Context: an optimization exercise on an open-source flow, tuned for small area, a short achievable clock period and few clock cycles per item. The choices shown serve that exercise and are no tape-out recipe.
RTL that was checked went through simulation tests only; none was proved equivalent to the original.

// filter
module filter
	#(parameter DWIDTH = 16)
	(input clk,
		input rst,
		output req_in,
		input ack_in,
		input [0:DWIDTH-1] data_in,
		output req_out,
		input ack_out,
		output [0:DWIDTH-1] data_out);
Size: about 3400 cells after synthesis, about 300 flip-flops, roughly 38 I/O pins.
Settings: LEC_CHECK=0, ABC_AREA=1, CAP_MARGIN=20, CORE_MARGIN=2, CORE_UTILIZATION=40, SLEW_MARGIN=20, SYNTH_HIERARCHICAL=1, SYNTH_MEMORY_MAX_BITS=16384, SYNTH_MINIMUM_KEEP_SIZE=0; clock period 11.0 ns.
standard.sh (not shown) runs the stock make flow with config.mk's settings and CLKGATE_MAP_FILE= SYNTH_SCRIPT=/design/flow/synth_recipe.tcl, a recipe that flattens the netlist after the stock synthesis.
==> flow/flow/run.sh <==
#!/bin/bash
# The standard layout (standard.sh: the standard flow's synthesis and ORFS flow with the
# settings of config.mk), with repair_timing asked for more setup slack than
# config.mk's SETUP_SLACK_MARGIN may ask for. The make output goes to
# standard_flow.log; ORFS's own logs stay under orfs/logs.
set -euo pipefail
MARGIN=$(cat flow/margin)
bash standard.sh SETUP_SLACK_MARGIN=$MARGIN finish > standard_flow.log 2>&1
==> flow/flow/margin <==
7.5
The starting point completed without violations.
Edit:
==> flow/flow/margin (replaced) <==
7
Outcome:
- utilization fell by 4.1 points
- synthesized cell count stays the same
- die area stays the same
- register-to-register slack loses 330 ps
No run of this note included a check of the RTL's function; only the layout flow was run.

========
filter, a different RTL version from the one above (not shown whole).
Size in the first run: ~3400 cells after synthesis, about 320 flip-flops, roughly 38 I/O pins, roughly 27000 um^2 of cells after synthesis.
==> flow/config.mk <==
export PLATFORM = sky130hd
export DESIGN_NAME = filter
export DESIGN_NICKNAME = filter
export VERILOG_FILES = /design/flow/design.v
export SDC_FILE = /design/flow/constraint.sdc
export NUM_CORES = 4
export LEC_CHECK = 0
export ABC_AREA = 1
export CAP_MARGIN = 10
export CORE_MARGIN = 2
export CORE_UTILIZATION = 40
export SLEW_MARGIN = 10
export SYNTH_HIERARCHICAL = 1
export SYNTH_MEMORY_MAX_BITS = 16384
export SYNTH_MINIMUM_KEEP_SIZE = 0
==> flow/constraint.sdc <==
create_clock -name core_clock -period 11.0 [get_ports {clk}]
set_input_delay 2.2000 -clock core_clock [delete_from_list [all_inputs] [get_ports {clk}]]
set_output_delay 2.2000 -clock core_clock [all_outputs]
set_load 0.01 [all_outputs]
==> flow/flow/margin <==
7.5
Scripts as last shown in full above: flow/flow/run.sh
Testbench counts at the start, summed over its fixed seeds: cycles 64,000, items 32,000.
Next try:
- CTS_CLUSTER_DIAMETER: unset -> 80
- CTS_CLUSTER_SIZE: unset -> 20
Result:
- routed wire length decreases slightly
- hold slack stays flat
- die area stays the same
- setup slack degrades by 0.014 ns
Next try:
- CAP_MARGIN: 10 -> 20
- CTS_CLUSTER_DIAMETER: 80 -> unset
- CTS_CLUSTER_SIZE: 20 -> unset
- SLEW_MARGIN: 10 -> 20
Wire length is higher by 0.59%.
Utilization is higher by 0.75 points.
Register-to-register slack is better by 0.04 ns.
Synthesized cell count does not change.
Hold slack is worse by 0.0062 ns.

--- another note on this design; it stands on its own ---

==> inputs of 06-14 <==
Design filter, start of the top module:
module filter
	#(parameter DWIDTH = 16)
	(input clk,
		input rst,
		output req_in,
		input ack_in,
		input [0:DWIDTH-1] data_in,
		output req_out,
		input ack_out,
		output [0:DWIDTH-1] data_out);
Settings: LEC_CHECK=0, ABC_AREA=1, CAP_MARGIN=20, CORE_MARGIN=2, CORE_UTILIZATION=40, SLEW_MARGIN=20, SYNTH_HIERARCHICAL=1, SYNTH_MEMORY_MAX_BITS=16384, SYNTH_MINIMUM_KEEP_SIZE=0; clock period 11.0 ns.
standard.sh (not shown) runs the stock make flow with config.mk's settings and CLKGATE_MAP_FILE= SYNTH_SCRIPT=/design/flow/synth_recipe.tcl, a recipe that flattens the netlist after the stock synthesis.
==> flow/flow/run.sh <==
#!/bin/bash
# The standard layout (standard.sh: the standard flow's synthesis and ORFS flow with the
# settings of config.mk), with repair_timing asked for more setup slack than
# config.mk's SETUP_SLACK_MARGIN may ask for. The make output goes to
# standard_flow.log; ORFS's own logs stay under orfs/logs.
set -euo pipefail
MARGIN=$(cat flow/margin)
bash standard.sh SETUP_SLACK_MARGIN=$MARGIN finish > standard_flow.log 2>&1
==> flow/flow/margin <==
7
==> 05-10: changes against 06-14 <==
ABC_AREA = unset   (was 1)
==> 06-25: changes against 06-14 <==
==> flow/flow/margin (replaced) <==
7.5
==> flow_summary_export.csv <==
group,metric,value,unit
detailed_routing,dr.pass1.iters,7,
run_status,status,"finished clean",
timing,finalHoldWorstSlack,0.490,ns
finish,regArea,7540,µm²
yosys,synth_top_cell_area_share,20.1,%
finish,sh_seq_area,25.1,%
[end of results for 06-14]
==> flow_summary_export.csv <==
group,metric,value,unit
finish,regArea,7580,µm²
placed_design,dp_hpwl,69100,µm
finish,sh_seq_area,24.1,%
run_status,status,"finished clean",
timing,slew_viol_final,0,
[end of results for 06-25]
==> flow_summary_export.csv <==
group,metric,value,unit
finish,sh_seq_area,25.5,%
yosys,synth_top_cell_area_share,20.1,%
run_status,status,"finished clean",
detailed_routing,dr.pass1.iters,6,
timing,finalHoldWorstSlack,0.455,ns
[end of results for 05-10]
Testbench counts of 06-14, summed over its fixed seeds: cycles 64,000, items 32,000.
Testbench counts of 05-10, summed over its fixed seeds: cycles 64,000, items 32,000.
Testbench counts of 06-25, summed over its fixed seeds: cycles 64,000, items 32,000.

---

==> inputs of 11-28 <==
Another version of the RTL of filter (not shown whole).
Settings: LEC_CHECK=0, CAP_MARGIN=20, CORE_MARGIN=2, CORE_UTILIZATION=40, SLEW_MARGIN=20, SYNTH_HIERARCHICAL=1, SYNTH_MINIMUM_KEEP_SIZE=0; clock period 11.0 ns.
run.sh (not shown) runs the stock make flow with config.mk's settings and CLKGATE_MAP_FILE= SYNTH_SCRIPT=/design/flow/synth_recipe.tcl, a recipe that flattens the netlist after the stock synthesis.
Stock flow here: none of the scripts above is used.
==> 12-22 (differences from 11-28) <==
==> flow/flow/run.sh (new file) <==
#!/bin/bash
# The standard layout (standard.sh: the standard flow's synthesis and ORFS flow, unchanged
# settings from config.mk), with repair_timing asked to leave more setup slack
# than config.mk's SETUP_SLACK_MARGIN may ask for.
set -euo pipefail
bash standard.sh SETUP_SLACK_MARGIN=${MARGIN:-7} finish > standard_flow.log 2>&1
==> flow/standard.sh (new file) <==
#!/bin/bash
# synth_recipe.tcl (not shown) runs the flow's synth.tcl, then flattens the netlist and writes it again
# the make line also repeats each setting of config.mk as NAME=value (left out here)
make -C /OpenROAD-flow-scripts/flow DESIGN_CONFIG=/design/flow/config.mk WORK_HOME=/design/flow/orfs CLKGATE_MAP_FILE= SYNTH_SCRIPT=/design/flow/synth_recipe.tcl "${@:-finish}"
removed: flow/run.sh
==> qor summary <==
| metric | 12-22 | 11-28 |
|---|---|---|
| Status | aborted with a tool error | aborted with a tool error |
| Stage where the flow stopped | synthesis (1_2_yosys) | synthesis (1_2_yosys) |
| Number of warnings issued by yosys | 1 | 1 |
No run of this note included a check of the RTL's function; only the layout flow was run.

static timing again, ports no longer ideal:
In the flow no input, the clock included, has a driving cell. The finished layouts below were timed again as built, in two steps. Step 1, drivers: a clkbuf_16 drives clk and a buf_2 each remaining input, both assumed. Step 2 also shifts input and output timing later by t, the mid clock arrival at the registers, as if the neighbouring blocks saw the same clock. Three values: ideal ports, drivers, drivers and shift; two values: the first two.
run	shift t [ns]	setup WS [ns]	clock arrival spread, ns	slew at the worst register clock pin (ns)
the first run of note 1	0.613	7.361 / 7.361 / 7.184	0.032 / 0.033	0.07 / 0.07
the second run of note 1	0.601	7.027 / 7.027 / 6.693	0.028 / 0.028	0.07 / 0.07
the first run of note 2	0.606	7.538 / 7.476 / 7.096	0.026 / 0.026	0.07 / 0.07
the second run of note 2	0.613	7.525 / 7.505 / 7.109	0.032 / 0.031	0.09 / 0.09
the third run of note 2	0.608	7.546 / 7.486 / 7.048	0.025 / 0.026	0.07 / 0.07
06-14	0.639	7.089 / 7.089 / 7.089	0.015 / 0.015	0.07 / 0.07
05-10	0.607	7.023 / 7.023 / 7.023	0.032 / 0.032	0.06 / 0.06
06-25	0.635	7.209 / 7.209 / 7.119	0.028 / 0.027	0.07 / 0.07
After both steps setup and hold are still met in every run listed. The setup slack of the third run of note 2, which loses most, moves by -0.060 ns with the drivers and by -0.498 ns with both steps.
